This design comes from an exercise in tuning for small area and a short achievable clock period on the open sky130 flow, not from production work.
At most, simulation tests tie the RTL to the original design; equivalence was not proved.
No functional check of the RTL was part of run 1.
Power is estimated from default activity; no workload was simulated.

==> flow/design.v <==
module top(clk,reset,a1,a2,a3,b1,b2,b3,c1,c2,c3,c4,c5,c6,c7,c8,c9);
 input wire clk,reset;
 input wire [7:0] a1,a2,a3,b1,b2,b3;
 output wire [16:0] c1,c2,c3,c4,c5,c6,c7,c8,c9;
 reg [7:0] a01n,a02n,a11n,a12n,a21n,a22n,b10n,b11n,b12n,b20n,b21n,b22n;
 reg [16:0] acc1,acc2,acc3,acc4,acc5,acc6,acc7,acc8,acc9;
 wire [16:0] n1,n2,n3,n4,n5,n6,n7,n8,n9;
 wire rst_n = ~reset;
 wire [7:0] a1g, a2g, a3g, b1g, b2g, b3g;
 nand8 g1 (a1, rst_n, a1g);
 nand8 g2 (a2, rst_n, a2g);
 nand8 g3 (a3, rst_n, a3g);
 nand8 g4 (b1, rst_n, b1g);
 nand8 g5 (b2, rst_n, b2g);
 nand8 g6 (b3, rst_n, b3g);
 wire [7:0] a1n = ~a1, a2n = ~a2, a3n = ~a3, b1n = ~b1, b2n = ~b2, b3n = ~b3;
 mac_in  m1 (.an(a1n),  .bn(b1n),  .acc(acc1), .reset(reset), .nxt(n1));
 mac_in  m2 (.an(a01n), .bn(b2n),  .acc(acc2), .reset(reset), .nxt(n2));
 mac_in  m3 (.an(a02n), .bn(b3n),  .acc(acc3), .reset(reset), .nxt(n3));
 mac_in  m4 (.an(a2n),  .bn(b10n), .acc(acc4), .reset(reset), .nxt(n4));
 mac_reg m5 (.an(a11n), .bn(b11n), .acc(acc5), .reset(reset), .nxt(n5));
 mac_reg m6 (.an(a12n), .bn(b12n), .acc(acc6), .reset(reset), .nxt(n6));
 mac_in  m7 (.an(a3n),  .bn(b20n), .acc(acc7), .reset(reset), .nxt(n7));
 mac_reg m8 (.an(a21n), .bn(b21n), .acc(acc8), .reset(reset), .nxt(n8));
 mac_reg m9 (.an(a22n), .bn(b22n), .acc(acc9), .reset(reset), .nxt(n9));
 always @(posedge clk) begin
    if (reset) begin
      a02n <= 8'hff; a12n <= 8'hff; a22n <= 8'hff;
      b20n <= 8'hff; b21n <= 8'hff; b22n <= 8'hff;
    end
    else begin
      a02n <= a01n; a12n <= a11n; a22n <= a21n;
      b20n <= b10n; b21n <= b11n; b22n <= b12n;
    end
    a01n <= a1g; a11n <= a2g; a21n <= a3g; b10n <= b1g; b11n <= b2g; b12n <= b3g;
    acc1 <= n1; acc2 <= n2; acc3 <= n3; acc4 <= n4; acc5 <= n5;
    acc6 <= n6; acc7 <= n7; acc8 <= n8; acc9 <= n9;
 end
 assign c1 = acc1; assign c2 = acc2; assign c3 = acc3;
 assign c4 = acc4; assign c5 = acc5; assign c6 = acc6;
 assign c7 = acc7; assign c8 = acc8; assign c9 = acc9;
endmodule
module mac_in(input wire [7:0] an, input wire [7:0] bn, input wire [16:0] acc, input wire reset, output wire [16:0] nxt);
  wire pp0_0 = ~an[0] & ~bn[0];
  wire pp0_1 = ~an[0] & ~bn[1];
  wire pp0_2 = ~an[0] & ~bn[2];
  wire pp0_3 = ~an[0] & ~bn[3];
  wire pp0_4 = ~an[0] & ~bn[4];
  wire pp0_5 = ~an[0] & ~bn[5];
  wire pp0_6 = ~an[0] & ~bn[6];
  wire pp0_7 = ~an[0] & ~bn[7];
  wire pp1_0 = ~an[1] & ~bn[0];
  wire pp1_1 = ~an[1] & ~bn[1];
  wire pp1_2 = ~an[1] & ~bn[2];
  wire pp1_3 = ~an[1] & ~bn[3];
  wire pp1_4 = ~an[1] & ~bn[4];
  wire pp1_5 = ~an[1] & ~bn[5];
  wire pp1_6 = ~an[1] & ~bn[6];
  wire pp1_7 = ~an[1] & ~bn[7];
  wire pp2_0 = ~an[2] & ~bn[0];
  wire pp2_1 = ~an[2] & ~bn[1];
  wire pp2_2 = ~an[2] & ~bn[2];
  wire pp2_3 = ~an[2] & ~bn[3];
  wire pp2_4 = ~an[2] & ~bn[4];
  wire pp2_5 = ~an[2] & ~bn[5];
  wire pp2_6 = ~an[2] & ~bn[6];
  wire pp2_7 = ~an[2] & ~bn[7];
  wire pp3_0 = ~an[3] & ~bn[0];
  wire pp3_1 = ~an[3] & ~bn[1];
  wire pp3_2 = ~an[3] & ~bn[2];
  wire pp3_3 = ~an[3] & ~bn[3];
  wire pp3_4 = ~an[3] & ~bn[4];
  wire pp3_5 = ~an[3] & ~bn[5];
  wire pp3_6 = ~an[3] & ~bn[6];
  wire pp3_7 = ~an[3] & ~bn[7];
  wire pp4_0 = ~an[4] & ~bn[0];
  wire pp4_1 = ~an[4] & ~bn[1];
  wire pp4_2 = ~an[4] & ~bn[2];
  wire pp4_3 = ~an[4] & ~bn[3];
  wire pp4_4 = ~an[4] & ~bn[4];
  wire pp4_5 = ~an[4] & ~bn[5];
  wire pp4_6 = ~an[4] & ~bn[6];
  wire pp4_7 = ~an[4] & ~bn[7];
  wire pp5_0 = ~an[5] & ~bn[0];
  wire pp5_1 = ~an[5] & ~bn[1];
  wire pp5_2 = ~an[5] & ~bn[2];
  wire pp5_3 = ~an[5] & ~bn[3];
  wire pp5_4 = ~an[5] & ~bn[4];
  wire pp5_5 = ~an[5] & ~bn[5];
  wire pp5_6 = ~an[5] & ~bn[6];
  wire pp5_7 = ~an[5] & ~bn[7];
  wire pp6_0 = ~an[6] & ~bn[0];
  wire pp6_1 = ~an[6] & ~bn[1];
  wire pp6_2 = ~an[6] & ~bn[2];
  wire pp6_3 = ~an[6] & ~bn[3];
  wire pp6_4 = ~an[6] & ~bn[4];
  wire pp6_5 = ~an[6] & ~bn[5];
  wire pp6_6 = ~an[6] & ~bn[6];
  wire pp6_7 = ~an[6] & ~bn[7];
  wire pp7_0 = ~an[7] & ~bn[0];
  wire pp7_1 = ~an[7] & ~bn[1];
  wire pp7_2 = ~an[7] & ~bn[2];
  wire pp7_3 = ~an[7] & ~bn[3];
  wire pp7_4 = ~an[7] & ~bn[4];
  wire pp7_5 = ~an[7] & ~bn[5];
  wire pp7_6 = ~an[7] & ~bn[6];
  wire pp7_7 = ~an[7] & ~bn[7];
  wire s1, c1;
  ha us1 (acc[5], pp0_5, s1, c1);
  wire s2, c2;
  fax us2 (acc[6], pp0_6, pp1_5, s2, c2);
  wire s3, c3;
  hax us3 (pp2_4, pp3_3, s3, c3);
  wire s4, c4;
  fax us4 (acc[7], pp0_7, pp1_6, s4, c4);
  wire s5, c5;
  fax us5 (pp2_5, pp3_4, pp4_3, s5, c5);
  wire s6, c6;
  ha us6 (pp5_2, pp6_1, s6, c6);
  wire s7, c7;
  fax us7 (acc[8], pp1_7, pp2_6, s7, c7);
  wire s8, c8;
  fa us8 (pp3_5, pp4_4, pp5_3, s8, c8);
  wire s9, c9;
  hax us9 (pp6_2, pp7_1, s9, c9);
  wire s10, c10;
  fax us10 (acc[9], pp2_7, pp3_6, s10, c10);
  wire s11, c11;
  fax us11 (pp4_5, pp5_4, pp6_3, s11, c11);
  wire s12, c12;
  fax us12 (acc[10], pp3_7, pp4_6, s12, c12);
  wire s13, c13;
  ha us13 (acc[3], pp0_3, s13, c13);
  wire s14, c14;
  fa us14 (acc[4], pp0_4, pp1_3, s14, c14);
  wire s15, c15;
  ha us15 (pp2_2, pp3_1, s15, c15);
  wire s16, c16;
  fax us16 (pp1_4, pp2_3, pp3_2, s16, c16);
  wire s17, c17;
  fax us17 (pp4_1, pp5_0, s1, s17, c17);
  wire s18, c18;
  fa us18 (pp4_2, pp5_1, pp6_0, s18, c18);
  wire s19, c19;
  fax us19 (c1, s3, s2, s19, c19);
  wire s20, c20;
  fax us20 (pp7_0, c3, s6, s20, c20);
  wire s21, c21;
  fa us21 (c2, s4, s5, s21, c21);
  wire s22, c22;
  fax us22 (c6, s9, c4, s22, c22);
  wire s23, c23;
  fax us23 (c5, s7, s8, s23, c23);
  wire s24, c24;
  fax us24 (pp7_2, c9, c7, s24, c24);
  wire s25, c25;
  fa us25 (c8, s10, s11, s25, c25);
  wire s26, c26;
  fa us26 (pp5_5, pp6_4, pp7_3, s26, c26);
  wire s27, c27;
  fa us27 (c10, c11, s12, s27, c27);
  wire s28, c28;
  fa us28 (acc[11], pp4_7, pp5_6, s28, c28);
  wire s29, c29;
  fax us29 (pp6_5, pp7_4, c12, s29, c29);
  wire s30, c30;
  fa us30 (acc[12], pp5_7, pp6_6, s30, c30);
  wire s31, c31;
  ha us31 (acc[2], pp0_2, s31, c31);
  wire s32, c32;
  fa us32 (pp1_2, pp2_1, pp3_0, s32, c32);
  wire s33, c33;
  fa us33 (pp4_0, c13, s15, s33, c33);
  wire s34, c34;
  fa us34 (c15, c14, s16, s34, c34);
  wire s35, c35;
  fax us35 (c16, c17, s18, s35, c35);
  wire s36, c36;
  fa us36 (c18, s20, c19, s36, c36);
  wire s37, c37;
  fax us37 (c20, s22, c21, s37, c37);
  wire s38, c38;
  fax us38 (s24, c22, c23, s38, c38);
  wire s39, c39;
  fax us39 (s26, c24, s27, s39, c39);
  wire s40, c40;
  fax us40 (c26, s28, s29, s40, c40);
  wire s41, c41;
  fax us41 (pp7_5, c28, s30, s41, c41);
  wire s42, c42;
  fa us42 (acc[13], pp6_7, pp7_6, s42, c42);
  wire s43, c43;
  ha us43 (acc[1], pp0_1, s43, c43);
  wire s44, c44;
  fa us44 (pp1_1, pp2_0, s31, s44, c44);
  wire s45, c45;
  fa us45 (c31, s13, s32, s45, c45);
  wire s46, c46;
  fa us46 (c32, s14, s33, s46, c46);
  wire s47, c47;
  fa us47 (s17, c33, s34, s47, c47);
  wire s48, c48;
  fa us48 (s19, c34, s35, s48, c48);
  wire s49, c49;
  fax us49 (c35, s21, s36, s49, c49);
  wire s50, c50;
  fax us50 (s23, c36, s37, s50, c50);
  wire s51, c51;
  fax us51 (s25, s38, c37, s51, c51);
  wire s52, c52;
  fax us52 (c25, c38, s39, s52, c52);
  wire s53, c53;
  fax us53 (c27, s40, c39, s53, c53);
  wire s54, c54;
  fa us54 (c29, s41, c40, s54, c54);
  wire s55, c55;
  fa us55 (c30, s42, c41, s55, c55);
  wire s56, c56;
  fa us56 (acc[14], pp7_7, c42, s56, c56);
  wire rs0, rc1;
  ha r0 (acc[0], pp0_0, rs0, rc1);
  assign nxt[0] = rs0 & ~reset;
  wire rs1, rc2;
  fa r1 (pp1_0, s43, rc1, rs1, rc2);
  assign nxt[1] = rs1 & ~reset;
  wire rs2, rc3;
  fa r2 (s44, c43, rc2, rs2, rc3);
  assign nxt[2] = rs2 & ~reset;
  wire rs3, rc4;
  fa r3 (s45, c44, rc3, rs3, rc4);
  assign nxt[3] = rs3 & ~reset;
  wire p4_4, g4_4;
  x2 px4 (s46, c45, p4_4);
  assign g4_4 = s46 & c45;
  wire p5_5, g5_5;
  x2 px5 (s47, c46, p5_5);
  assign g5_5 = s47 & c46;
  wire p6_6, g6_6;
  x2 px6 (s48, c47, p6_6);
  assign g6_6 = s48 & c47;
  wire p7_7, g7_7;
  x2 px7 (s49, c48, p7_7);
  assign g7_7 = s49 & c48;
  wire p8_8, g8_8;
  x2 px8 (s50, c49, p8_8);
  assign g8_8 = s50 & c49;
  wire p9_9, g9_9;
  x2 px9 (s51, c50, p9_9);
  assign g9_9 = s51 & c50;
  wire p10_10, g10_10;
  x2 px10 (s52, c51, p10_10);
  assign g10_10 = s52 & c51;
  wire p11_11, g11_11;
  x2 px11 (s53, c52, p11_11);
  assign g11_11 = s53 & c52;
  wire p12_12, g12_12;
  x2 px12 (s54, c53, p12_12);
  assign g12_12 = s54 & c53;
  wire p13_13, g13_13;
  x2 px13 (s55, c54, p13_13);
  assign g13_13 = s55 & c54;
  wire p14_14, g14_14;
  x2 px14 (s56, c55, p14_14);
  assign g14_14 = s56 & c55;
  wire p15_15, g15_15;
  x2 px15 (acc[15], c56, p15_15);
  assign g15_15 = acc[15] & c56;
  wire g4_3 = g4_4 | (p4_4 & rc4);
  wire g5_4 = g5_5 | (p5_5 & g4_4);
  wire p5_4 = p5_5 & p4_4;
  wire g6_5 = g6_6 | (p6_6 & g5_5);
  wire p6_5 = p6_6 & p5_5;
  wire g7_6 = g7_7 | (p7_7 & g6_6);
  wire p7_6 = p7_7 & p6_6;
  wire g8_7 = g8_8 | (p8_8 & g7_7);
  wire p8_7 = p8_8 & p7_7;
  wire g9_8 = g9_9 | (p9_9 & g8_8);
  wire p9_8 = p9_9 & p8_8;
  wire g10_9 = g10_10 | (p10_10 & g9_9);
  wire p10_9 = p10_10 & p9_9;
  wire g11_10 = g11_11 | (p11_11 & g10_10);
  wire p11_10 = p11_11 & p10_10;
  wire g12_11 = g12_12 | (p12_12 & g11_11);
  wire p12_11 = p12_12 & p11_11;
  wire g13_12 = g13_13 | (p13_13 & g12_12);
  wire p13_12 = p13_13 & p12_12;
  wire g14_13 = g14_14 | (p14_14 & g13_13);
  wire p14_13 = p14_14 & p13_13;
  wire g15_14 = g15_15 | (p15_15 & g14_14);
  wire p15_14 = p15_15 & p14_14;
  wire g5_3 = g5_4 | (p5_4 & rc4);
  wire g6_3 = g6_5 | (p6_5 & g4_3);
  wire g7_4 = g7_6 | (p7_6 & g5_4);
  wire p7_4 = p7_6 & p5_4;
  wire g8_5 = g8_7 | (p8_7 & g6_5);
  wire p8_5 = p8_7 & p6_5;
  wire g9_6 = g9_8 | (p9_8 & g7_6);
  wire p9_6 = p9_8 & p7_6;
  wire g10_7 = g10_9 | (p10_9 & g8_7);
  wire p10_7 = p10_9 & p8_7;
  wire g11_8 = g11_10 | (p11_10 & g9_8);
  wire p11_8 = p11_10 & p9_8;
  wire g12_9 = g12_11 | (p12_11 & g10_9);
  wire p12_9 = p12_11 & p10_9;
  wire g13_10 = g13_12 | (p13_12 & g11_10);
  wire p13_10 = p13_12 & p11_10;
  wire g14_11 = g14_13 | (p14_13 & g12_11);
  wire p14_11 = p14_13 & p12_11;
  wire g15_12 = g15_14 | (p15_14 & g13_12);
  wire p15_12 = p15_14 & p13_12;
  wire g7_3 = g7_4 | (p7_4 & rc4);
  wire g8_3 = g8_5 | (p8_5 & g4_3);
  wire g9_3 = g9_6 | (p9_6 & g5_3);
  wire g10_3 = g10_7 | (p10_7 & g6_3);
  wire g11_4 = g11_8 | (p11_8 & g7_4);
  wire p11_4 = p11_8 & p7_4;
  wire g12_5 = g12_9 | (p12_9 & g8_5);
  wire p12_5 = p12_9 & p8_5;
  wire g13_6 = g13_10 | (p13_10 & g9_6);
  wire p13_6 = p13_10 & p9_6;
  wire g14_7 = g14_11 | (p14_11 & g10_7);
  wire p14_7 = p14_11 & p10_7;
  wire g15_8 = g15_12 | (p15_12 & g11_8);
  wire p15_8 = p15_12 & p11_8;
  wire g11_3 = g11_4 | (p11_4 & rc4);
  wire g12_3 = g12_5 | (p12_5 & g4_3);
  wire g13_3 = g13_6 | (p13_6 & g5_3);
  wire g14_3 = g14_7 | (p14_7 & g6_3);
  wire g15_3 = g15_8 | (p15_8 & g7_3);
  wire sn4;
  xn2 sx4 (p4_4, rc4, sn4);
  assign nxt[4] = ~(sn4 | reset);
  wire sn5;
  xn2 sx5 (p5_5, g4_3, sn5);
  assign nxt[5] = ~(sn5 | reset);
  wire sn6;
  xn2 sx6 (p6_6, g5_3, sn6);
  assign nxt[6] = ~(sn6 | reset);
  wire sn7;
  xn2 sx7 (p7_7, g6_3, sn7);
  assign nxt[7] = ~(sn7 | reset);
  wire sn8;
  xn2 sx8 (p8_8, g7_3, sn8);
  assign nxt[8] = ~(sn8 | reset);
  wire sn9;
  xn2 sx9 (p9_9, g8_3, sn9);
  assign nxt[9] = ~(sn9 | reset);
  wire sn10;
  xn2 sx10 (p10_10, g9_3, sn10);
  assign nxt[10] = ~(sn10 | reset);
  wire sn11;
  xn2 sx11 (p11_11, g10_3, sn11);
  assign nxt[11] = ~(sn11 | reset);
  wire sn12;
  xn2 sx12 (p12_12, g11_3, sn12);
  assign nxt[12] = ~(sn12 | reset);
  wire sn13;
  xn2 sx13 (p13_13, g12_3, sn13);
  assign nxt[13] = ~(sn13 | reset);
  wire sn14;
  xn2 sx14 (p14_14, g13_3, sn14);
  assign nxt[14] = ~(sn14 | reset);
  wire sn15;
  xn2 sx15 (p15_15, g14_3, sn15);
  assign nxt[15] = ~(sn15 | reset);
  wire sn16;
  xn2 sx16 (acc[16], g15_3, sn16);
  assign nxt[16] = ~(sn16 | reset);
endmodule
module mac_reg(input wire [7:0] an, input wire [7:0] bn, input wire [16:0] acc, input wire reset, output wire [16:0] nxt);
  wire pp0_0 = ~an[0] & ~bn[0];
  wire pp0_1 = ~an[0] & ~bn[1];
  wire pp0_2 = ~an[0] & ~bn[2];
  wire pp0_3 = ~an[0] & ~bn[3];
  wire pp0_4 = ~an[0] & ~bn[4];
  wire pp0_5 = ~an[0] & ~bn[5];
  wire pp0_6 = ~an[0] & ~bn[6];
  wire pp0_7 = ~an[0] & ~bn[7];
  wire pp1_0 = ~an[1] & ~bn[0];
  wire pp1_1 = ~an[1] & ~bn[1];
  wire pp1_2 = ~an[1] & ~bn[2];
  wire pp1_3 = ~an[1] & ~bn[3];
  wire pp1_4 = ~an[1] & ~bn[4];
  wire pp1_5 = ~an[1] & ~bn[5];
  wire pp1_6 = ~an[1] & ~bn[6];
  wire pp1_7 = ~an[1] & ~bn[7];
  wire pp2_0 = ~an[2] & ~bn[0];
  wire pp2_1 = ~an[2] & ~bn[1];
  wire pp2_2 = ~an[2] & ~bn[2];
  wire pp2_3 = ~an[2] & ~bn[3];
  wire pp2_4 = ~an[2] & ~bn[4];
  wire pp2_5 = ~an[2] & ~bn[5];
  wire pp2_6 = ~an[2] & ~bn[6];
  wire pp2_7 = ~an[2] & ~bn[7];
  wire pp3_0 = ~an[3] & ~bn[0];
  wire pp3_1 = ~an[3] & ~bn[1];
  wire pp3_2 = ~an[3] & ~bn[2];
  wire pp3_3 = ~an[3] & ~bn[3];
  wire pp3_4 = ~an[3] & ~bn[4];
  wire pp3_5 = ~an[3] & ~bn[5];
  wire pp3_6 = ~an[3] & ~bn[6];
  wire pp3_7 = ~an[3] & ~bn[7];
  wire pp4_0 = ~an[4] & ~bn[0];
  wire pp4_1 = ~an[4] & ~bn[1];
  wire pp4_2 = ~an[4] & ~bn[2];
  wire pp4_3 = ~an[4] & ~bn[3];
  wire pp4_4 = ~an[4] & ~bn[4];
  wire pp4_5 = ~an[4] & ~bn[5];
  wire pp4_6 = ~an[4] & ~bn[6];
  wire pp4_7 = ~an[4] & ~bn[7];
  wire pp5_0 = ~an[5] & ~bn[0];
  wire pp5_1 = ~an[5] & ~bn[1];
  wire pp5_2 = ~an[5] & ~bn[2];
  wire pp5_3 = ~an[5] & ~bn[3];
  wire pp5_4 = ~an[5] & ~bn[4];
  wire pp5_5 = ~an[5] & ~bn[5];
  wire pp5_6 = ~an[5] & ~bn[6];
  wire pp5_7 = ~an[5] & ~bn[7];
  wire pp6_0 = ~an[6] & ~bn[0];
  wire pp6_1 = ~an[6] & ~bn[1];
  wire pp6_2 = ~an[6] & ~bn[2];
  wire pp6_3 = ~an[6] & ~bn[3];
  wire pp6_4 = ~an[6] & ~bn[4];
  wire pp6_5 = ~an[6] & ~bn[5];
  wire pp6_6 = ~an[6] & ~bn[6];
  wire pp6_7 = ~an[6] & ~bn[7];
  wire pp7_0 = ~an[7] & ~bn[0];
  wire pp7_1 = ~an[7] & ~bn[1];
  wire pp7_2 = ~an[7] & ~bn[2];
  wire pp7_3 = ~an[7] & ~bn[3];
  wire pp7_4 = ~an[7] & ~bn[4];
  wire pp7_5 = ~an[7] & ~bn[5];
  wire pp7_6 = ~an[7] & ~bn[6];
  wire pp7_7 = ~an[7] & ~bn[7];
  wire s1, c1;
  ha us1 (acc[5], pp0_5, s1, c1);
  wire s2, c2;
  fa us2 (acc[6], pp0_6, pp1_5, s2, c2);
  wire s3, c3;
  hax us3 (pp2_4, pp3_3, s3, c3);
  wire s4, c4;
  fa us4 (acc[7], pp0_7, pp1_6, s4, c4);
  wire s5, c5;
  fa us5 (pp2_5, pp3_4, pp4_3, s5, c5);
  wire s6, c6;
  hax us6 (pp5_2, pp6_1, s6, c6);
  wire s7, c7;
  fa us7 (acc[8], pp1_7, pp2_6, s7, c7);
  wire s8, c8;
  fa us8 (pp3_5, pp4_4, pp5_3, s8, c8);
  wire s9, c9;
  ha us9 (pp6_2, pp7_1, s9, c9);
  wire s10, c10;
  fa us10 (acc[9], pp2_7, pp3_6, s10, c10);
  wire s11, c11;
  fa us11 (pp4_5, pp5_4, pp6_3, s11, c11);
  wire s12, c12;
  fa us12 (acc[10], pp3_7, pp4_6, s12, c12);
  wire s13, c13;
  ha us13 (acc[3], pp0_3, s13, c13);
  wire s14, c14;
  fa us14 (acc[4], pp0_4, pp1_3, s14, c14);
  wire s15, c15;
  ha us15 (pp2_2, pp3_1, s15, c15);
  wire s16, c16;
  fa us16 (pp1_4, pp2_3, pp3_2, s16, c16);
  wire s17, c17;
  fa us17 (pp4_1, pp5_0, s1, s17, c17);
  wire s18, c18;
  fa us18 (pp4_2, pp5_1, pp6_0, s18, c18);
  wire s19, c19;
  fax us19 (c1, s3, s2, s19, c19);
  wire s20, c20;
  fa us20 (pp7_0, c3, s6, s20, c20);
  wire s21, c21;
  fa us21 (c2, s4, s5, s21, c21);
  wire s22, c22;
  fax us22 (c6, s9, c4, s22, c22);
  wire s23, c23;
  fa us23 (c5, s7, s8, s23, c23);
  wire s24, c24;
  fax us24 (pp7_2, c9, c7, s24, c24);
  wire s25, c25;
  fa us25 (c8, s10, s11, s25, c25);
  wire s26, c26;
  fa us26 (pp5_5, pp6_4, pp7_3, s26, c26);
  wire s27, c27;
  fa us27 (c10, c11, s12, s27, c27);
  wire s28, c28;
  fa us28 (acc[11], pp4_7, pp5_6, s28, c28);
  wire s29, c29;
  fax us29 (pp6_5, pp7_4, c12, s29, c29);
  wire s30, c30;
  fa us30 (acc[12], pp5_7, pp6_6, s30, c30);
  wire s31, c31;
  ha us31 (acc[2], pp0_2, s31, c31);
  wire s32, c32;
  fa us32 (pp1_2, pp2_1, pp3_0, s32, c32);
  wire s33, c33;
  fa us33 (pp4_0, c13, s15, s33, c33);
  wire s34, c34;
  fa us34 (c15, c14, s16, s34, c34);
  wire s35, c35;
  fa us35 (c16, c17, s18, s35, c35);
  wire s36, c36;
  fa us36 (c18, s20, c19, s36, c36);
  wire s37, c37;
  fax us37 (c20, s22, c21, s37, c37);
  wire s38, c38;
  fax us38 (s24, c22, c23, s38, c38);
  wire s39, c39;
  fax us39 (s26, c24, s27, s39, c39);
  wire s40, c40;
  fa us40 (c26, s28, s29, s40, c40);
  wire s41, c41;
  fa us41 (pp7_5, c28, s30, s41, c41);
  wire s42, c42;
  fa us42 (acc[13], pp6_7, pp7_6, s42, c42);
  wire s43, c43;
  ha us43 (acc[1], pp0_1, s43, c43);
  wire s44, c44;
  fa us44 (pp1_1, pp2_0, s31, s44, c44);
  wire s45, c45;
  fa us45 (c31, s13, s32, s45, c45);
  wire s46, c46;
  fa us46 (c32, s14, s33, s46, c46);
  wire s47, c47;
  fa us47 (s17, c33, s34, s47, c47);
  wire s48, c48;
  fa us48 (s19, c34, s35, s48, c48);
  wire s49, c49;
  fa us49 (c35, s21, s36, s49, c49);
  wire s50, c50;
  fa us50 (s23, c36, s37, s50, c50);
  wire s51, c51;
  fa us51 (s25, s38, c37, s51, c51);
  wire s52, c52;
  fa us52 (c25, c38, s39, s52, c52);
  wire s53, c53;
  fa us53 (c27, s40, c39, s53, c53);
  wire s54, c54;
  fa us54 (c29, s41, c40, s54, c54);
  wire s55, c55;
  fa us55 (c30, s42, c41, s55, c55);
  wire s56, c56;
  fa us56 (acc[14], pp7_7, c42, s56, c56);
  wire rs0, rc1;
  ha r0 (acc[0], pp0_0, rs0, rc1);
  assign nxt[0] = rs0 & ~reset;
  wire rs1, rc2;
  fa r1 (pp1_0, s43, rc1, rs1, rc2);
  assign nxt[1] = rs1 & ~reset;
  wire rs2, rc3;
  fa r2 (s44, c43, rc2, rs2, rc3);
  assign nxt[2] = rs2 & ~reset;
  wire rs3, rc4;
  fa r3 (s45, c44, rc3, rs3, rc4);
  assign nxt[3] = rs3 & ~reset;
  wire rs4, rc5;
  fa r4 (s46, c45, rc4, rs4, rc5);
  assign nxt[4] = rs4 & ~reset;
  wire p5_5, g5_5;
  x2 px5 (s47, c46, p5_5);
  assign g5_5 = s47 & c46;
  wire p6_6, g6_6;
  x2 px6 (s48, c47, p6_6);
  assign g6_6 = s48 & c47;
  wire p7_7, g7_7;
  x2 px7 (s49, c48, p7_7);
  assign g7_7 = s49 & c48;
  wire p8_8, g8_8;
  x2 px8 (s50, c49, p8_8);
  assign g8_8 = s50 & c49;
  wire p9_9, g9_9;
  x2 px9 (s51, c50, p9_9);
  assign g9_9 = s51 & c50;
  wire p10_10, g10_10;
  x2 px10 (s52, c51, p10_10);
  assign g10_10 = s52 & c51;
  wire p11_11, g11_11;
  x2 px11 (s53, c52, p11_11);
  assign g11_11 = s53 & c52;
  wire p12_12, g12_12;
  x2 px12 (s54, c53, p12_12);
  assign g12_12 = s54 & c53;
  wire p13_13, g13_13;
  x2 px13 (s55, c54, p13_13);
  assign g13_13 = s55 & c54;
  wire p14_14, g14_14;
  x2 px14 (s56, c55, p14_14);
  assign g14_14 = s56 & c55;
  wire p15_15, g15_15;
  x2 px15 (acc[15], c56, p15_15);
  assign g15_15 = acc[15] & c56;
  wire g5_4 = g5_5 | (p5_5 & rc5);
  wire g6_5 = g6_6 | (p6_6 & g5_5);
  wire p6_5 = p6_6 & p5_5;
  wire g7_6 = g7_7 | (p7_7 & g6_6);
  wire p7_6 = p7_7 & p6_6;
  wire g8_7 = g8_8 | (p8_8 & g7_7);
  wire p8_7 = p8_8 & p7_7;
  wire g9_8 = g9_9 | (p9_9 & g8_8);
  wire p9_8 = p9_9 & p8_8;
  wire g10_9 = g10_10 | (p10_10 & g9_9);
  wire p10_9 = p10_10 & p9_9;
  wire g11_10 = g11_11 | (p11_11 & g10_10);
  wire p11_10 = p11_11 & p10_10;
  wire g12_11 = g12_12 | (p12_12 & g11_11);
  wire p12_11 = p12_12 & p11_11;
  wire g13_12 = g13_13 | (p13_13 & g12_12);
  wire p13_12 = p13_13 & p12_12;
  wire g14_13 = g14_14 | (p14_14 & g13_13);
  wire p14_13 = p14_14 & p13_13;
  wire g15_14 = g15_15 | (p15_15 & g14_14);
  wire p15_14 = p15_15 & p14_14;
  wire g6_4 = g6_5 | (p6_5 & rc5);
  wire g7_4 = g7_6 | (p7_6 & g5_4);
  wire g8_5 = g8_7 | (p8_7 & g6_5);
  wire p8_5 = p8_7 & p6_5;
  wire g9_6 = g9_8 | (p9_8 & g7_6);
  wire p9_6 = p9_8 & p7_6;
  wire g10_7 = g10_9 | (p10_9 & g8_7);
  wire p10_7 = p10_9 & p8_7;
  wire g11_8 = g11_10 | (p11_10 & g9_8);
  wire p11_8 = p11_10 & p9_8;
  wire g12_9 = g12_11 | (p12_11 & g10_9);
  wire p12_9 = p12_11 & p10_9;
  wire g13_10 = g13_12 | (p13_12 & g11_10);
  wire p13_10 = p13_12 & p11_10;
  wire g14_11 = g14_13 | (p14_13 & g12_11);
  wire p14_11 = p14_13 & p12_11;
  wire g15_12 = g15_14 | (p15_14 & g13_12);
  wire p15_12 = p15_14 & p13_12;
  wire g8_4 = g8_5 | (p8_5 & rc5);
  wire g9_4 = g9_6 | (p9_6 & g5_4);
  wire g10_4 = g10_7 | (p10_7 & g6_4);
  wire g11_4 = g11_8 | (p11_8 & g7_4);
  wire g12_5 = g12_9 | (p12_9 & g8_5);
  wire p12_5 = p12_9 & p8_5;
  wire g13_6 = g13_10 | (p13_10 & g9_6);
  wire p13_6 = p13_10 & p9_6;
  wire g14_7 = g14_11 | (p14_11 & g10_7);
  wire p14_7 = p14_11 & p10_7;
  wire g15_8 = g15_12 | (p15_12 & g11_8);
  wire p15_8 = p15_12 & p11_8;
  wire g12_4 = g12_5 | (p12_5 & rc5);
  wire g13_4 = g13_6 | (p13_6 & g5_4);
  wire g14_4 = g14_7 | (p14_7 & g6_4);
  wire g15_4 = g15_8 | (p15_8 & g7_4);
  wire sn5;
  xn2 sx5 (p5_5, rc5, sn5);
  assign nxt[5] = ~(sn5 | reset);
  wire sn6;
  xn2 sx6 (p6_6, g5_4, sn6);
  assign nxt[6] = ~(sn6 | reset);
  wire sn7;
  xn2 sx7 (p7_7, g6_4, sn7);
  assign nxt[7] = ~(sn7 | reset);
  wire sn8;
  xn2 sx8 (p8_8, g7_4, sn8);
  assign nxt[8] = ~(sn8 | reset);
  wire sn9;
  xn2 sx9 (p9_9, g8_4, sn9);
  assign nxt[9] = ~(sn9 | reset);
  wire sn10;
  xn2 sx10 (p10_10, g9_4, sn10);
  assign nxt[10] = ~(sn10 | reset);
  wire sn11;
  xn2 sx11 (p11_11, g10_4, sn11);
  assign nxt[11] = ~(sn11 | reset);
  wire sn12;
  xn2 sx12 (p12_12, g11_4, sn12);
  assign nxt[12] = ~(sn12 | reset);
  wire sn13;
  xn2 sx13 (p13_13, g12_4, sn13);
  assign nxt[13] = ~(sn13 | reset);
  wire sn14;
  xn2 sx14 (p14_14, g13_4, sn14);
  assign nxt[14] = ~(sn14 | reset);
  wire sn15;
  xn2 sx15 (p15_15, g14_4, sn15);
  assign nxt[15] = ~(sn15 | reset);
  wire sn16;
  xn2 sx16 (acc[16], g15_4, sn16);
  assign nxt[16] = ~(sn16 | reset);
endmodule
module nand8(input wire [7:0] x, input wire e, output wire [7:0] y);
  assign y = ~(x & {8{e}});
endmodule
module fa(input wire x, input wire y, input wire z, output wire s, output wire c);
  assign s = x ^ y ^ z;
  assign c = (x & y) | (z & (x ^ y));
endmodule
module fax(input wire x, input wire y, input wire z, output wire s, output wire c);
  wire t;
  x2 u0 (x, y, t);
  x2 u1 (t, z, s);
  assign c = (x & y) | (z & t);
endmodule
module ha(input wire x, input wire y, output wire s, output wire c);
  assign s = x ^ y;
  assign c = x & y;
endmodule
module hax(input wire x, input wire y, output wire s, output wire c);
  x2 u0 (x, y, s);
  assign c = x & y;
endmodule
module x2(input wire x, input wire y, output wire s);
  assign s = x ^ y;
endmodule
module xn2(input wire x, input wire y, output wire s);
  assign s = ~(x ^ y);
endmodule
==> flow/flow/run.sh <==
#!/bin/bash
# Standard ORFS layout with buf_1 port buffers (input ones then upsized) and
# no CTS dummy loads.
set -euo pipefail
export BUFFER_PORTS_ARGS="-buffer_cell sky130_fd_sc_hd__buf_1"
export POST_GLOBAL_PLACE_TCL="$(pwd)/flow/post_gpl.tcl"
export CTS_ARGS="-sink_clustering_enable -repair_clock_nets -dont_use_dummy_load -buf_list sky130_fd_sc_hd__clkbuf_8"
export SETUP_MOVE_SEQUENCE="sizeup,swap"
bash standard.sh > standard_flow.log 2>&1
==> flow/flow/post_gpl.tcl <==
# Port buffers are inserted as buf_1; the input ones each drive a PE's partial
# products, so they get a stronger buffer, and so do the inverters they drive.
foreach inst [get_cells input*] {
  replace_cell $inst sky130_fd_sc_hd__buf_4
  foreach pin [get_pins -of_objects [get_nets -of_objects [get_pins [get_full_name $inst]/X]] -filter "direction == input"] {
    set c [get_cells -of_objects $pin]
    if {[get_property $c ref_name] == "sky130_fd_sc_hd__inv_1"} {
      replace_cell $c sky130_fd_sc_hd__inv_4
    }
  }
}
==> flow/standard.sh <==
#!/bin/bash
# synth_recipe.tcl (not shown) runs the flow's synth.tcl, then flattens the netlist and writes it again
# the make line also repeats each setting of config.mk as NAME=value (left out here)
make -C /OpenROAD-flow-scripts/flow DESIGN_CONFIG=/design/flow/config.mk WORK_HOME=/design/flow/orfs CLKGATE_MAP_FILE= SYNTH_SCRIPT=/design/flow/synth_recipe.tcl "${@:-finish}"
==> flow/config.mk <==
export PLATFORM = sky130hd
export DESIGN_NAME = top
export DESIGN_NICKNAME = top
export VERILOG_FILES = /design/flow/design.v
export SDC_FILE = /design/flow/constraint.sdc
export NUM_CORES = 4
export LEC_CHECK = 0
export CAP_MARGIN = 20
export CORE_MARGIN = 2
export CORE_UTILIZATION = 40
export SETUP_SLACK_MARGIN = 1.85
export SLEW_MARGIN = 20
export SYNTH_HIERARCHICAL = 1
==> flow/constraint.sdc <==
create_clock -name core_clock -period 6.0 [get_ports {clk}]
set_input_delay 1.2000 -clock core_clock [delete_from_list [all_inputs] [get_ports {clk}]]
set_output_delay 1.2000 -clock core_clock [all_outputs]
set_load 0.01 [all_outputs]
==> results of run 1 <==
cell usage after synthesis, drive strengths merged, types with 8 or more instances:
cell type	count
nor2	703
xor2	438
fa	305
dfxtp	249
a22o	177
clkbuf	155
nand2	124
xnor2	113
inv	71
ha	63
or2	52
nor2b	50
o21ai	49
a32oi	40
a32o	22
a21oi	18
and2	18
nand3	14
nand4	12
nor3	10
buf	9
o21a	9
o22ai	9
o31ai	9
a31oi	8
layer usage:
layer,routed length (µm),part of all wire,track usage,vias up
li1,-,-,-,9116
met1,28390,0.42,0.2614,9826
met2,33580,0.49,0.3652,514
met3,3698,0.054,0.03824,117
met4,2305,0.034,0.08250,0
met5,0,0,0,-
power breakdown:
group          internal, mW  leakage [nW]  switching, mW  total [mW]
clock network         0.738         0.367          0.716        1.45
logic                  2.31          10.9           3.40        5.71
registers              1.96          2.04          0.343        2.31
state kept, by name, summed over array words and instances, names as in the netlist, 17 cells and up:
| name | count |
|---|---|
| acc6 | 17 |
| acc4 | 17 |
| acc2 | 17 |
| acc1 | 17 |
| acc9 | 17 |
| acc5 | 17 |
| acc3 | 17 |
| acc8 | 17 |
| acc7 | 17 |
through the flow:
stage	cells	instance area (µm²)	power [mW]	setup slack (ns)
6_report	3647	27660	9.468	1.921
5_1_grt	3647	27660	10.28	1.795
4_1_cts	3644	27050	9.234	1.844
3_5_place_dp	3593	26350	7.663	1.356
3_3_place_gp	3593	26050	7.528	1.053
2_1_floorplan	2764	24970	6.506	1.830
logic make-up after synthesis:
kind of cell | Yosys count | share of synthesized area
xor+xnor | 551 | 0.1948
buf+inv | 235 | 0.03657
compound gates | 368 | 0.1224
fa+ha+maj | 368 | 0.2783
simple gates | 993 | 0.1665
flops | 249 | 0.2013
Yosys stat by module, one instance, submodules excluded, a selection:
module  area (µm²)  flops+latches
nand8        35.03              0
hax          6.256              0
mac_in       638.1              0
top           5504            249
ha           12.51              0
x2           8.758              0
fa           20.02              0
worst max path at each step:
stage	endpoint	slack, ns	cells past startpoint
6_report	acc1[15]$_DFF_P_	1.92	17
5_1_grt	acc2[15]$_DFF_P_	1.80	15
4_1_cts	acc8[16]$_DFF_P_	1.84	12
3_3_place_gp	acc3[16]$_DFF_P_	1.05	17
2_1_floorplan	acc2[16]$_DFF_P_	1.83	15
3_5_place_dp	acc2[16]$_DFF_P_	1.36	17
layout make-up:
class,instances,area share
Multi-Input combinational cell,2280,0.7078
Sequential cell,249,0.1820
Tap cell,790,0.03573
Timing Repair Buffer,203,0.03478
Clock buffer,51,0.02537
Inverter,71,0.01407
Antenna cell,3,0.0002714
worst max-delay path, stage by stage:
cell and delay (ns):
buf_4 0.10, inv_4 0.06, nor2_1 0.21, xor2_1 0.32, xor2_1 0.27, xor2_1 0.24, a22o_1 0.23, a22o_1 0.23
xor2_2 0.22, a22o_1 0.25, xor2_2 0.14, a32oi_2 0.37, nand2_1 0.15, nor3_1 0.19, o21ai_1 0.12, xnor2_1 0.17
nor2_1 0.06
repair_timing:
item,CTS,global route
setup endpoints to repair,2,54
endpoints found under the hold margin,0,0
resized for setup,2,120
pin swaps,0,53
==> summary.md, run 1 <==
| Metric | Value |
|---|---|
| Worst-Margin Slew | 1.049 ns |
| Max Cap Violations | 0 |
| WL final | approximately 68000 µm |
| Vias per std cell | approximately 5.4 |
| Share of flip-flops with an asynchronous set or reset | 0 |
| Chip Width | 252.8 µm |
| Seq cells post-synth | roughly 250 |
| Setup_tns | 0 ns |
| Highest Clock Rate | 0.2452 GHz |
| Crit end category | flop |
| DP Wirelength | between 50000 and 60000 µm |
| CTS max path bufs | 3 |
| WHS | approximately 0.50 ns |
| Clock Skews | between 0.04 and 0.05 ns |
| Total CTS buffers | a little over 50 |
| Worst setup SP type | input pin |
| CP arrival | 4.54 ns |
| Mapped Nets | 3182 |
| Post-synthesis sequential area ratio | 0.2013 |
| Run status | timing/DRC/antenna clean |
| # Post-CTS Setup Buffers | 0 |
| Multi-input logic area | 19580 µm² |
| Hold path endpoint | acc9[16]$_DFF_P_ |
| Pin count of the biggest net entering global routing | 202 |
| Crit Path Class | in -> reg |
| Synth-to-Final Area Change | 11.68% |
| R2R Setup Slk | 2.06 ns |
| Min-delay src | acc9[16]$_DFF_P_ |
| Syn_area_per_cell | 8.961 µm² |
| Maximum vdd drop | approximately 0.00066 V |
| Number of detailed-route iterations in the first pass | 7 |
| Setup crit start | b1[7] |
| # DRC | 0 |
| Crit-path max FO | 8 |
| Depth of the CTS H-tree | 2 |
| Slew Limit Fails | 0 |
| Gr ovfl total | 0 |
| # rows | a little over 90 |
| Clock Pin Slew Worst Setup and Hold Paths | 0.05 ns |
| DR WL/cell | 18.64 µm |
| Req. time, crit path | about 6.5 ns |
| Worst Reg2Reg Path Length in Cells | 12 |
| Synthesized area | 24770 µm² |
| Iter 0 DRT Violations | 1050 |
| Vias in the first global route | approximately 20000 |
| Post-layout min period | 4.079 ns |
| CTS tree | done |
| Fin util | 0.4499 |
| Post-synth top area share | 0.2465 |
| Most frequent cells in the layout | nor2_1 (698), xor2_1 (372), fa_1 (290), dfxtp_1 (210), a22o_1 (176) |
| Pwr Density | 342.3 nW/µm² |
| Final setup viols | 0 |
| Hold_buf cts | 0 |
| Initial Util | 0.4028 |
| P_leak | 13.33 nW |
| Clk Latency, worst-skew pair | 0.65 ns |
| FILL cells | approximately 6000 |
| Die Y | 252.8 µm |
| Clock sink count | 249 |
| Hold depth | 2 |
| Share of cells above drive strength 1 | 0.1296 |
| Via count | ~20000 |
| Root buffer cell | clkbuf_8 |
| Synthesized netlist cell count | 2764 |
| Fin nets | 3274 |
| Area leader, netlist | fa_1 |
| Cell variety after synth | 40 |
| RR Endpoint | acc9[16]$_DFF_P_ |
| Main synth FF type | dfxtp_1 |
| Number of routed nets with antenna violations | 0 |
| Post-synth EDFFs | 0 |
| Slew margin rel. | 0.3006 |
| Die area | 63930 µm² |
| Period utilisation layout | 0.6799 |
| RSZ-0062 raised after global routing | yes |
| I/O Pins | slightly above 200 |
| Reg2reg start | b22n[3]$_SDFF_PP1_ |
| Top cells by area, synth | fa_1 (25%), dfxtp_1 (20%), xor2_1 (15%) |
| Hold Path Class | reg -> reg |
| GRT Total Usage | 0.2115 |
| I/O Buffers | slightly above 200 |
| Final hold vios | 0 |
| Commonest non-fill, non-tap cell in the layout | nor2_1 |
| First-pass GRT wire length | roughly 110000 µm |
| Core footprint | around 60000 µm² |
| Initial antenna violation count | 3 |
| Ys Warns | 7 |
| Register area | 5034 µm² |
==> run 2: changes to the inputs <==
--- a/flow/design.v
+++ b/flow/design.v
@@ -433,45 +433,45 @@
   wire pp7_6 = ~an[7] & ~bn[6];
   wire pp7_7 = ~an[7] & ~bn[7];
   wire s1, c1;
-  ha us1 (acc[5], pp0_5, s1, c1);
+  ha us1 (pp0_5, pp1_4, s1, c1);
   wire s2, c2;
-  fa us2 (acc[6], pp0_6, pp1_5, s2, c2);
+  fax us2 (pp0_6, pp1_5, pp2_4, s2, c2);
   wire s3, c3;
-  hax us3 (pp2_4, pp3_3, s3, c3);
+  ha us3 (pp3_3, pp4_2, s3, c3);
   wire s4, c4;
-  fa us4 (acc[7], pp0_7, pp1_6, s4, c4);
+  fax us4 (pp0_7, pp1_6, pp2_5, s4, c4);
   wire s5, c5;
-  fa us5 (pp2_5, pp3_4, pp4_3, s5, c5);
+  fax us5 (pp3_4, pp4_3, pp5_2, s5, c5);
   wire s6, c6;
-  hax us6 (pp5_2, pp6_1, s6, c6);
+  ha us6 (pp6_1, pp7_0, s6, c6);
   wire s7, c7;
-  fa us7 (acc[8], pp1_7, pp2_6, s7, c7);
+  fax us7 (pp1_7, pp2_6, pp3_5, s7, c7);
   wire s8, c8;
-  fa us8 (pp3_5, pp4_4, pp5_3, s8, c8);
+  fax us8 (pp4_4, pp5_3, pp6_2, s8, c8);
   wire s9, c9;
-  ha us9 (pp6_2, pp7_1, s9, c9);
+  ha us9 (pp7_1, acc[8], s9, c9);
   wire s10, c10;
-  fa us10 (acc[9], pp2_7, pp3_6, s10, c10);
+  fa us10 (pp2_7, pp3_6, pp4_5, s10, c10);
   wire s11, c11;
-  fa us11 (pp4_5, pp5_4, pp6_3, s11, c11);
+  fa us11 (pp5_4, pp6_3, pp7_2, s11, c11);
   wire s12, c12;
-  fa us12 (acc[10], pp3_7, pp4_6, s12, c12);
+  fa us12 (pp3_7, pp4_6, pp5_5, s12, c12);
   wire s13, c13;
-  ha us13 (acc[3], pp0_3, s13, c13);
+  ha us13 (pp0_3, pp1_2, s13, c13);
   wire s14, c14;
-  fa us14 (acc[4], pp0_4, pp1_3, s14, c14);
+  fa us14 (pp0_4, pp1_3, pp2_2, s14, c14);
   wire s15, c15;
-  ha us15 (pp2_2, pp3_1, s15, c15);
+  ha us15 (pp3_1, pp4_0, s15, c15);
   wire s16, c16;
-  fa us16 (pp1_4, pp2_3, pp3_2, s16, c16);
+  fa us16 (pp2_3, pp3_2, pp4_1, s16, c16);
   wire s17, c17;
-  fa us17 (pp4_1, pp5_0, s1, s17, c17);
+  fa us17 (pp5_0, acc[5], s1, s17, c17);
   wire s18, c18;
-  fa us18 (pp4_2, pp5_1, pp6_0, s18, c18);
+  fa us18 (pp5_1, pp6_0, acc[6], s18, c18);
   wire s19, c19;
-  fax us19 (c1, s3, s2, s19, c19);
+  fa us19 (c1, s3, s2, s19, c19);
   wire s20, c20;
-  fa us20 (pp7_0, c3, s6, s20, c20);
+  fa us20 (acc[7], c3, s6, s20, c20);
   wire s21, c21;
   fa us21 (c2, s4, s5, s21, c21);
   wire s22, c22;
@@ -479,25 +479,25 @@
   wire s23, c23;
   fa us23 (c5, s7, s8, s23, c23);
   wire s24, c24;
-  fax us24 (pp7_2, c9, c7, s24, c24);
+  fax us24 (acc[9], c9, c7, s24, c24);
   wire s25, c25;
   fa us25 (c8, s10, s11, s25, c25);
   wire s26, c26;
-  fa us26 (pp5_5, pp6_4, pp7_3, s26, c26);
+  fa us26 (pp6_4, pp7_3, acc[10], s26, c26);
   wire s27, c27;
-  fa us27 (c10, c11, s12, s27, c27);
+  fax us27 (c10, c11, s12, s27, c27);
   wire s28, c28;
-  fa us28 (acc[11], pp4_7, pp5_6, s28, c28);
+  fa us28 (pp4_7, pp5_6, pp6_5, s28, c28);
   wire s29, c29;
-  fax us29 (pp6_5, pp7_4, c12, s29, c29);
+  fax us29 (pp7_4, acc[11], c12, s29, c29);
   wire s30, c30;
-  fa us30 (acc[12], pp5_7, pp6_6, s30, c30);
+  fa us30 (pp5_7, pp6_6, pp7_5, s30, c30);
   wire s31, c31;
-  ha us31 (acc[2], pp0_2, s31, c31);
+  ha us31 (pp0_2, pp1_1, s31, c31);
   wire s32, c32;
-  fa us32 (pp1_2, pp2_1, pp3_0, s32, c32);
+  fa us32 (pp2_1, pp3_0, acc[3], s32, c32);
   wire s33, c33;
-  fa us33 (pp4_0, c13, s15, s33, c33);
+  fa us33 (acc[4], c13, s15, s33, c33);
   wire s34, c34;
   fa us34 (c15, c14, s16, s34, c34);
   wire s35, c35;
@@ -505,21 +505,21 @@
   wire s36, c36;
   fa us36 (c18, s20, c19, s36, c36);
   wire s37, c37;
-  fax us37 (c20, s22, c21, s37, c37);
+  fa us37 (c20, s22, c21, s37, c37);
   wire s38, c38;
-  fax us38 (s24, c22, c23, s38, c38);
+  fa us38 (s24, c22, c23, s38, c38);
   wire s39, c39;
-  fax us39 (s26, c24, s27, s39, c39);
+  fa us39 (s26, c24, s27, s39, c39);
   wire s40, c40;
   fa us40 (c26, s28, s29, s40, c40);
   wire s41, c41;
-  fa us41 (pp7_5, c28, s30, s41, c41);
+  fa us41 (acc[12], c28, s30, s41, c41);
   wire s42, c42;
-  fa us42 (acc[13], pp6_7, pp7_6, s42, c42);
+  fa us42 (pp6_7, pp7_6, acc[13], s42, c42);
   wire s43, c43;
-  ha us43 (acc[1], pp0_1, s43, c43);
+  ha us43 (pp0_1, pp1_0, s43, c43);
   wire s44, c44;
-  fa us44 (pp1_1, pp2_0, s31, s44, c44);
+  fa us44 (pp2_0, acc[2], s31, s44, c44);
   wire s45, c45;
   fa us45 (c31, s13, s32, s45, c45);
   wire s46, c46;
@@ -543,12 +543,12 @@
   wire s55, c55;
   fa us55 (c30, s42, c41, s55, c55);
   wire s56, c56;
-  fa us56 (acc[14], pp7_7, c42, s56, c56);
+  fa us56 (pp7_7, acc[14], c42, s56, c56);
   wire rs0, rc1;
-  ha r0 (acc[0], pp0_0, rs0, rc1);
+  ha r0 (pp0_0, acc[0], rs0, rc1);
   assign nxt[0] = rs0 & ~reset;
   wire rs1, rc2;
-  fa r1 (pp1_0, s43, rc1, rs1, rc2);
+  fa r1 (acc[1], s43, rc1, rs1, rc2);
   assign nxt[1] = rs1 & ~reset;
   wire rs2, rc3;
   fa r2 (s44, c43, rc2, rs2, rc3);
--- a/flow/config.mk
+++ b/flow/config.mk
@@ -8,6 +8,6 @@
 export CAP_MARGIN = 20
 export CORE_MARGIN = 2
 export CORE_UTILIZATION = 40
-export SETUP_SLACK_MARGIN = 1.85
+export SETUP_SLACK_MARGIN = 1.8
 export SLEW_MARGIN = 20
 export SYNTH_HIERARCHICAL = 1
==> run 2 against run 1 <==
Net effect: first-iteration DRC count decreased by 7.1%; still clean on timing, DRC and antenna; largest cell class unchanged; die area rose by 0.12%; via count grew 0.52%.
==> summary.md, run 2 <==
| Metric | Value |
|---|---|
| Hold depth | 2 (unchanged) |
| Clk Latency, worst-skew pair | 0.65 ns (about the same) |
| # diodes | 0 (was 3) |
| Post-synthesis sequential area ratio | 0.2010 (was 0.2013) |
| Root buffer cell | clkbuf_8 (unchanged) |
| Initial antenna violation count | 0 (was 3) |
| Share of cells above drive strength 1 | 0.1120 (was 0.1296) |
| Ys Warns | 7 (unchanged) |
| Crit path depth | 16 (was 17) |
| Internal power | 4.930 mW (was 5.010 mW) |
| Switching Share | 0.4726 (was 0.4709) |
| Period utilisation layout | 0.6794 (was 0.6799) |
| Synthesized area | 24800 µm² (was 24770 µm²) |
| Pwr Density | 341.0 nW/µm² (was 342.3 nW/µm²) |
| Reg2reg start | a22n[4]$_SDFF_PP1_ (was b22n[3]$_SDFF_PP1_) |
| Commonest non-fill, non-tap cell in the layout | nor2_1 (unchanged) |
| Crit end category | flop (unchanged) |
| Pin count of the biggest net entering global routing | 64 (was 202) |
| Clock Skews | 0.05542 ns (was 0.04896 ns) |
| Top cells by area, synth | fa_1 (24%), dfxtp_1 (20%), xor2_1 (16%) (was fa_1 (25%), dfxtp_1 (20%), xor2_1 (15%)) |
| CTS max path bufs | 3 (unchanged) |
| # rows | 91 (unchanged) |
| Chip Width | 253.0 µm (was 252.8 µm) |
| Fin nets | 3285 (was 3274) |
| Run status | timing/DRC/antenna clean (unchanged) |
| Top delay family on crit path | XOR/XNOR gates (unchanged) |
| Slew Limit Fails | 0 (unchanged) |
| Vias in the first global route | 20340 (about the same) |
| Final setup viols | 0 (unchanged) |
| Die area | 64000 µm² (was 63930 µm²) |
| Post-layout min period | 4.077 ns (was 4.079 ns) |
| Setup_tns | 0 ns (unchanged) |
| Min-delay src | acc9[16]$_DFF_P_ (unchanged) |
| Slew margin rel. | 0.5292 (was 0.3006) |
| Hold Path Class | reg -> reg (unchanged) |
| Clock power frac | 0.156 (was 0.154) |
| Mapped Nets | 3190 (was 3182) |
| Synth-to-Final Area Change | 10.53% (was 11.68%) |
| Worst-Margin Slew | 0.7063 ns (was 1.049 ns) |
| Synthesized netlist cell count | 2772 (was 2764) |
| Most common cell on crit path | xor2_1 |
| Worst path cell trace | buf_4 -> inv_4 -> nor2_1 -> xor2_2 -> xor2_2 -> xor2_1 -> xor2_1 -> xor2_1 -> xor2_1 -> xor2_2 -> nand2_1 -> nand2_1 -> o21ai_4 -> o31ai_1 -> xnor2_1 -> nor2_1 (was buf_4 -> inv_4 -> nor2_1 -> xor2_1 -> xor2_1 -> xor2_1 -> a22o_1 -> a22o_1 -> xor2_2 -> a22o_1 -> xor2_2 -> a32oi_2 -> nand2_1 -> nor3_1 -> o21ai_1 -> xnor2_1 -> nor2_1) |
| Number of routed nets with antenna violations | 0 (unchanged) |
| CP arrival | 4.56 ns (was 4.54 ns) |
| Clock Pin Slew Worst Setup and Hold Paths | 0.06 ns (was 0.05 ns) |
| DR WL/cell | 18.53 µm (was 18.64 µm) |
| Slowest cell on crit path | xor2_1 (was a32oi_2) |
| Worst path max stage delay | 0.48 ns (was 0.37 ns) |
| Post-synth EDFFs | 0 (unchanged) |
| Combinational share of power | 0.596 (was 0.603) |
| Clock sink count | 249 (unchanged) |
| Post-route insts no fill | 3655 (was 3647) |
| Area post-placement | 26290 µm² (was 26350 µm²) |
| Iter 0 DRT Violations | 975 (was 1050) |
| CTS tree | done (unchanged) |
| I/O Buffers | 202 (unchanged) |
| Commonest cells post-synth | nor2_1 (703), xor2_1 (446), fa_1 (297) (was nor2_1 (703), xor2_1 (438), fa_1 (305)) |
| Worst path bufs/invs | 2 (unchanged) |
| P_sw | 4.418 mW (was 4.458 mW) |
| Setup crit start | a1[7] (was b1[7]) |
| Final hold vios | 0 (unchanged) |
| Number of detailed-route iterations in the first pass | 5 (was 7) |
| Seq pwr share | 0.248 (was 0.244) |
| Core footprint | 61480 µm² (unchanged) |
| Most frequent cells in the layout | nor2_1 (703), xor2_1 (398), fa_1 (292), dfxtp_1 (209), a22o_1 (185) (was nor2_1 (698), xor2_1 (372), fa_1 (290), dfxtp_1 (210), a22o_1 (176)) |
| # DRC | 0 (unchanged) |
| P_leak | 13.39 nW (was 13.33 nW) |
| WL final | 67710 µm (was 67970 µm) |
| Highest Clock Rate | 0.2453 GHz (was 0.2452 GHz) |
| Fin util | 0.4458 (was 0.4499) |
| Post-route cell area | 27410 µm² (was 27660 µm²) |
| Share of flip-flops with an asynchronous set or reset | 0 (unchanged) |
| Max Cap Violations | 0 (unchanged) |
| Main synth FF type | dfxtp_1 (unchanged) |
| Crit Path Class | in -> reg (unchanged) |
| GRT Total Usage | 0.2110 (was 0.2115) |
| I/O Pins | 203 (unchanged) |
| Most instantiated library cell after synthesis | nor2_1 (unchanged) |
| Seq cells post-synth | 249 (unchanged) |
| Req. time, crit path | 6.48 ns (was 6.46 ns) |
| Die Y | 253.0 µm (was 252.8 µm) |
| DP Wirelength | 53490 µm (was 52860 µm) |
| Cell variety after synth | 40 (unchanged) |
| Crit-path max FO | 8 (unchanged) |
| Worst Reg2Reg Path Length in Cells | 13 (was 12) |
| Post-synth top area share | 0.2398 (was 0.2465) |
| Via count | 19670 (was 19570) |
| Gr ovfl total | 0 (unchanged) |
| Dpl cells | 3604 (was 3593) |
| Total CTS buffers | 51 (unchanged) |
| Area leader, netlist | fa_1 (unchanged) |
| Depth of the CTS H-tree | 2 (unchanged) |
| Initial Util | 0.4033 (was 0.4028) |
| Vias per std cell | 5.383 (was 5.367) |
| RSZ-0062 raised after global routing | yes (unchanged) |
| Syn_area_per_cell | 8.946 µm² (was 8.961 µm²) |
| First-pass GRT wire length | 107400 µm (was 107700 µm) |
| Worst setup SP type | input pin (unchanged) |
| Maximum vdd drop | 0.0004455 V (was 0.0006616 V) |
run 2: cell count changes after synthesis, sizes merged:
cell,previous run,this run
a22o,177,185
fa,305,297
and2,18,10
xor2,438,446
ha,63,71
run 2: through the flow:
stage / power [mW] / setup slack (ns) / hold WS (ns)
after floorplan: 6.418 / 1.773 / 0.4059
after global placement: 7.494 / 1.181 / 0.4888
after detailed placement: 7.592 / 1.306 / 0.4958
after CTS: 9.154 / 1.783 / 0.5113
after global routing: 10.10 / 1.746 / 0.5532
final: 9.348 / 1.923 / 0.5039
run 2: power by group through the flow:
stage	clock network, mW	logic (mW)	registers [mW]
final	1.46	5.57	2.32
after global routing	1.60	6.14	2.36
after CTS	1.54	5.30	2.32
after detailed placement	0	5.24	2.35
after global placement	0	5.15	2.34
after floorplan	0	4.14	2.28
run 2: final cells by class:
cell class	instances	area (µm²)
Clock buffer	51	701.9
Fill cell	5894	34070
Tap cell	790	988.4
Multi-Input combinational cell	2288	19320
Timing Repair Buffer	206	972.2
Inverter	71	386.6
Sequential cell	249	5037
run 2: modules after synthesis, one instance, submodules excluded, a selection:
module / area [µm²] / copies in the design / cells
mac_reg: 661.9 / 4 / 141
top: 5504 / 1 / 351
fax: 8.758 / 166 / 1
nand8: 35.03 / 6 / 9
x2: 8.758 / 446 / 1
mac_in: 638.1 / 5 / 140
hax: 6.256 / 10 / 1
xn2: 8.758 / 113 / 1
ha: 12.51 / 71 / 1
run 2: kinds of logic (layout without fill, tap and decap cells):
kind of cell,Yosys count,after routing,synth area share
compound gates,376,376,0.1251
xor+xnor,559,559,0.1974
fa+ha+maj,368,368,0.2756
buf+inv,235,328,0.03653
flops,249,249,0.2010
simple gates,985,985,0.1643
run 2: worst register-to-register path, cell delays in order (launching register included):
cell and delay, ns:
dfxtp_1 0.54, nor2_1 0.12, xor2_1 0.20, xor2_1 0.17, fa_1 0.43, fa_1 0.50
fa_1 0.61, xor2_2 0.30, nand3_1 0.13, o22ai_1 0.20, o211ai_1 0.19, a31oi_1 0.27
xnor2_1 0.15, nor2_1 0.06
run 2: worst paths after layout:
path | endpoint | slack [ns]
worst max-delay path | acc1[14]$_DFF_P_ | 1.92
worst min-delay path | acc9[16]$_DFF_P_ | 0.50
worst max register to register | acc9[13]$_DFF_P_ | 2.01
worst min register to register | acc9[16]$_DFF_P_ | 0.50
run 2: metal layers:
metal  vias up  part of all wire  GRT usage
met1      9800              0.42     0.2622
met5         -                 0          0
met4         0             0.033    0.07658
met3       134             0.052    0.04081
met2       548              0.49     0.3633
li1       9192                 -          -
run 2: repair_timing:
item                                    CTS  global route
setup buffers                             0             0
hold buffers                              0             0
gates resized for setup                   4            87
cloned                                    0             0
endpoints found under the setup margin    3            44
pin swaps                                 0            10
hold endpoints to repair                  0             0
==> run 3: changes to the inputs <==
--- a/flow/config.mk
+++ b/flow/config.mk
@@ -8,6 +8,6 @@
 export CAP_MARGIN = 20
 export CORE_MARGIN = 2
 export CORE_UTILIZATION = 40
-export SETUP_SLACK_MARGIN = 1.8
+export SETUP_SLACK_MARGIN = 1.9
 export SLEW_MARGIN = 20
 export SYNTH_HIERARCHICAL = 1
==> run 3 against run 2 <==
Net effect: final area up 2.4%; clock-buffer cell count up 1; flip-flop and latch count unchanged; hold slack worse by 0.0014 ns; setup slack better by 0.088 ns; register-to-register slack about the same; utilization up 1.1 points; combinational power up 3%; clock skew down 0.023 ns; clock power about the same; die area unchanged; synthesized area unchanged.
==> summary.md, run 3 <==
| Metric | Value |
|---|---|
| Pwr Total | 9.501 mW (was 9.348 mW) |
| Clk Latency, worst-skew pair | 0.63 ns (was 0.65 ns) |
| Worst setup SP type | flop (was input pin) |
| Share of cells above drive strength 1 | 0.1596 (was 0.1120) |
| Vias per std cell | 5.334 (was 5.383) |
| P_leak | 13.42 nW (was 13.39 nW) |
| Initial Util | 0.4033 (unchanged) |
| I/O Buffers | 202 (unchanged) |
| Fin nets | 3284 (was 3285) |
| Most frequent cells in the layout | nor2_1 (667), xor2_1 (374), fa_1 (271), dfxtp_1 (189), a22o_1 (183) (was nor2_1 (703), xor2_1 (398), fa_1 (292), dfxtp_1 (209), a22o_1 (185)) |
| Syn_area_per_cell | 8.946 µm² (unchanged) |
| Iter 0 DRT Violations | 948 (was 975) |
| Commonest cells post-synth | nor2_1 (703), xor2_1 (446), fa_1 (297) (unchanged) |
| Core footprint | 61480 µm² (unchanged) |
| FILL cells | 5932 (was 5894) |
| # DRC | 0 (unchanged) |
| Clock Skews | 0.03208 ns (was 0.05542 ns) |
| # Post-CTS Setup Buffers | 0 (unchanged) |
| Mapped Nets | 3190 (unchanged) |
| Setup_tns | 0 ns (unchanged) |
| Number of detailed-route iterations in the first pass | 6 (was 5) |
| CTS max path bufs | 3 (unchanged) |
| Depth of the CTS H-tree | 2 (unchanged) |
| Slew Limit Fails | 0 (unchanged) |
| Most instantiated library cell after synthesis | nor2_1 (unchanged) |
| Worst path bufs/invs | 0 (was 2) |
| Period utilisation layout | 0.6648 (was 0.6794) |
| Via count | 19500 (was 19670) |
| Post-route cell area | 28080 µm² (was 27410 µm²) |
| Cell variety after synth | 40 (unchanged) |
| Synthesized area | 24800 µm² (unchanged) |
| Post-layout min period | 3.989 ns (was 4.077 ns) |
| CP arrival | 4.47 ns (was 4.56 ns) |
| RSZ-0062 raised after global routing | yes (unchanged) |
| Initial antenna violation count | 0 (unchanged) |
| Top delay family on crit path | adder cells (was XOR/XNOR gates) |
| Gr ovfl total | 0 (unchanged) |
| Crit Path Class | reg -> reg (was in -> reg) |
| Ys Warns | 7 (unchanged) |
| Final hold vios | 0 (unchanged) |
| Post-synth EDFFs | 0 (unchanged) |
| Area leader, netlist | fa_1 (unchanged) |
| Max Cap Violations | 0 (unchanged) |
| Total CTS buffers | 52 (was 51) |
| DR WL/cell | 18.17 µm (was 18.53 µm) |
| Crit end category | flop (unchanged) |
| Root buffer cell | clkbuf_8 (unchanged) |
| I/O Pins | 203 (unchanged) |
| Share of flip-flops with an asynchronous set or reset | 0 (unchanged) |
| Commonest non-fill, non-tap cell in the layout | nor2_1 (unchanged) |
| Slowest cell on crit path | fa_1 (was xor2_1) |
| Hold_buf cts | 0 (unchanged) |
| # rows | 91 (unchanged) |
| Final setup viols | 0 (unchanged) |
| Post-route insts no fill | 3655 (unchanged) |
| Run status | timing/DRC/antenna clean (unchanged) |
| First-pass GRT wire length | 105900 µm (was 107400 µm) |
| Req. time, crit path | 6.49 ns (was 6.48 ns) |
| CTS tree | done (unchanged) |
| Slew margin rel. | 0.2977 (was 0.5292) |
| Dpl cells | 3602 (was 3604) |
| GRT Total Usage | 0.2059 (was 0.2110) |
| Die Y | 253.0 µm (unchanged) |
| Vias in the first global route | 20580 (was 20340) |
| Clock sink count | 249 (unchanged) |
| Maximum vdd drop | 0.0004242 V (was 0.0004455 V) |
| DP Wirelength | 52340 µm (was 53490 µm) |
| Seq cells post-synth | 249 (unchanged) |
| Main synth FF type | dfxtp_1 (unchanged) |
| Chip Width | 253.0 µm (unchanged) |
| Highest Clock Rate | 0.2507 GHz (was 0.2453 GHz) |
| Number of routed nets with antenna violations | 0 (unchanged) |
| Worst-Margin Slew | 1.052 ns (was 0.7063 ns) |
| Post-synthesis sequential area ratio | 0.2010 (unchanged) |
| Worst path max stage delay | 0.52 ns (was 0.48 ns) |
| Synthesized netlist cell count | 2772 (unchanged) |
| Hold Path Class | reg -> reg (unchanged) |
| Top cells by area, synth | fa_1 (24%), dfxtp_1 (20%), xor2_1 (16%) (unchanged) |
| Post-synth top area share | 0.2398 (unchanged) |
| WL final | 66430 µm (was 67710 µm) |
| Pin count of the biggest net entering global routing | 81 (was 64) |
| Worst path cell trace | nor2_1 -> fa_1 -> xor2_1 -> xor2_1 -> fa_1 -> fa_1 -> xor2_2 -> a32oi_2 -> nor2_1 -> a221oi_2 -> o31ai_2 -> xnor2_1 -> nor2_1 (was buf_4 -> inv_4 -> nor2_1 -> xor2_2 -> xor2_2 -> xor2_1 -> xor2_1 -> xor2_1 -> xor2_1 -> xor2_2 -> nand2_1 -> nand2_1 -> o21ai_4 -> o31ai_1 -> xnor2_1 -> nor2_1) |
| Pwr Density | 338.4 nW/µm² (was 341.0 nW/µm²) |
| Crit-path max FO | 9 (was 8) |
| Clock Pin Slew Worst Setup and Hold Paths | 0.06 ns (about the same) |
| Synth-to-Final Area Change | 13.21% (was 10.53%) |
| Area post-placement | 26520 µm² (was 26290 µm²) |
| Die area | 64000 µm² (unchanged) |
-- run 3: modules after synthesis (local to each module, per instance) --
| module | cells inside | area (µm²) |
|---|---|---|
| hax | 1 | 6.256 |
| mac_reg | 141 | 661.9 |
| fa | 1 | 20.02 |
| top | 351 | 5504 |
| mac_in | 140 | 638.1 |
| nand8 | 9 | 35.03 |
| fax | 1 | 8.758 |
| xn2 | 1 | 8.758 |
| x2 | 1 | 8.758 |
| ha | 1 | 12.51 |
-- run 3: stage by stage --
| step | hold WS [ns] | util | setup slack (ns) |
|---|---|---|---|
| after detailed placement | 0.4977 | 0.4314 | 1.390 |
| after global routing | 0.5449 | 0.4566 | 1.806 |
| after CTS | 0.5129 | 0.4438 | 1.888 |
| after floorplan | 0.4059 | - | 1.886 |
| after global placement | 0.4908 | 0.4265 | 1.173 |
| final | 0.5025 | 0.4566 | 2.011 |
-- run 3: kinds of logic (layout without fill, tap and decap cells) --
group	count (synthesis)	in the layout	share of synthesized area
AOI/OAI and AO/OA	376	376	0.1251
xor gates and xnor gates	559	559	0.1974
adders and majority gates	368	368	0.2756
buffers and inverters	235	327	0.03653
DFF	249	249	0.2010
other	0	1	0
and+or+nand+nor	985	985	0.1643
-- run 3: timing repair --
action	4_1_cts	5_1_grt
gates resized for setup	20	166
pin swaps	0	93
endpoints found under the hold margin	0	0
setup endpoints to repair	10	59
-- run 3: cell type report --
class | count | area [µm²] | area share
Antenna cell | 1 | 2.502 | 0.00008913
Clock buffer | 52 | 715.7 | 0.02549
Inverter | 71 | 394.1 | 0.01404
Multi-Input combinational cell | 2288 | 19950 | 0.7104
Sequential cell | 249 | 5072 | 0.1807
Tap cell | 790 | 988.4 | 0.03521
Timing Repair Buffer | 204 | 957.2 | 0.03409
-- run 3: worst paths after layout --
check,start,endpoint,slack [ns],cells after the start
setup / recovery,a11n[6]$_DFF_P_,acc5[16]$_DFF_P_,2.01,13
setup reg to reg,a11n[6]$_DFF_P_,acc5[16]$_DFF_P_,2.01,13
hold reg to reg,acc9[16]$_DFF_P_,acc9[16]$_DFF_P_,0.50,2
hold / removal,acc9[16]$_DFF_P_,acc9[16]$_DFF_P_,0.50,2
-- run 3: tightest hold or removal path: cells and delay by family (launching register included) --
kind          cells  cell delay, ns
flops             1            0.33
xor+xnor          1            0.07
simple gates      1            0.07
-- run 3: power by group --
part | switching [mW] | internal (mW)
registers | 0.353 | 1.96
logic | 3.41 | 2.31
clock network | 0.711 | 0.752
-- run 3: per-layer routing --
metal / GRT usage / routed length [µm] / up-vias
li1: - / - / 9156
met5: 0.01158 / 102 / -
met1: 0.2515 / 27940 / 9741
met4: 0.07828 / 2324 / 2
met2: 0.3586 / 32940 / 470
met3: 0.03762 / 3118 / 127

[what the ideal ports hide]
No port has a modelled driver above. Below, the same layouts with a new extraction and two added sets of constraints.
Step 1: set_driving_cell puts a clkbuf_16 on clk and a buf_2 on each other input, an assumption about the parent block.
Step 2, shift: input delay + t, output delay - t, t = (earliest + latest rising clock arrival at the registers) / 2. This alone moves slack from input paths to output paths.
a / b / c = ideal ports / drivers / drivers and shift; a / b = the first two.
run | t (ns) | setup slack, ns
run 1 | 0.681 | 1.921 / 1.951 / 1.270
run 2 | 0.674 | 1.923 / 1.943 / 1.269
run 3 | 0.676 | 2.011 / 2.011 / 1.410
After both steps every run listed still meets setup and hold.
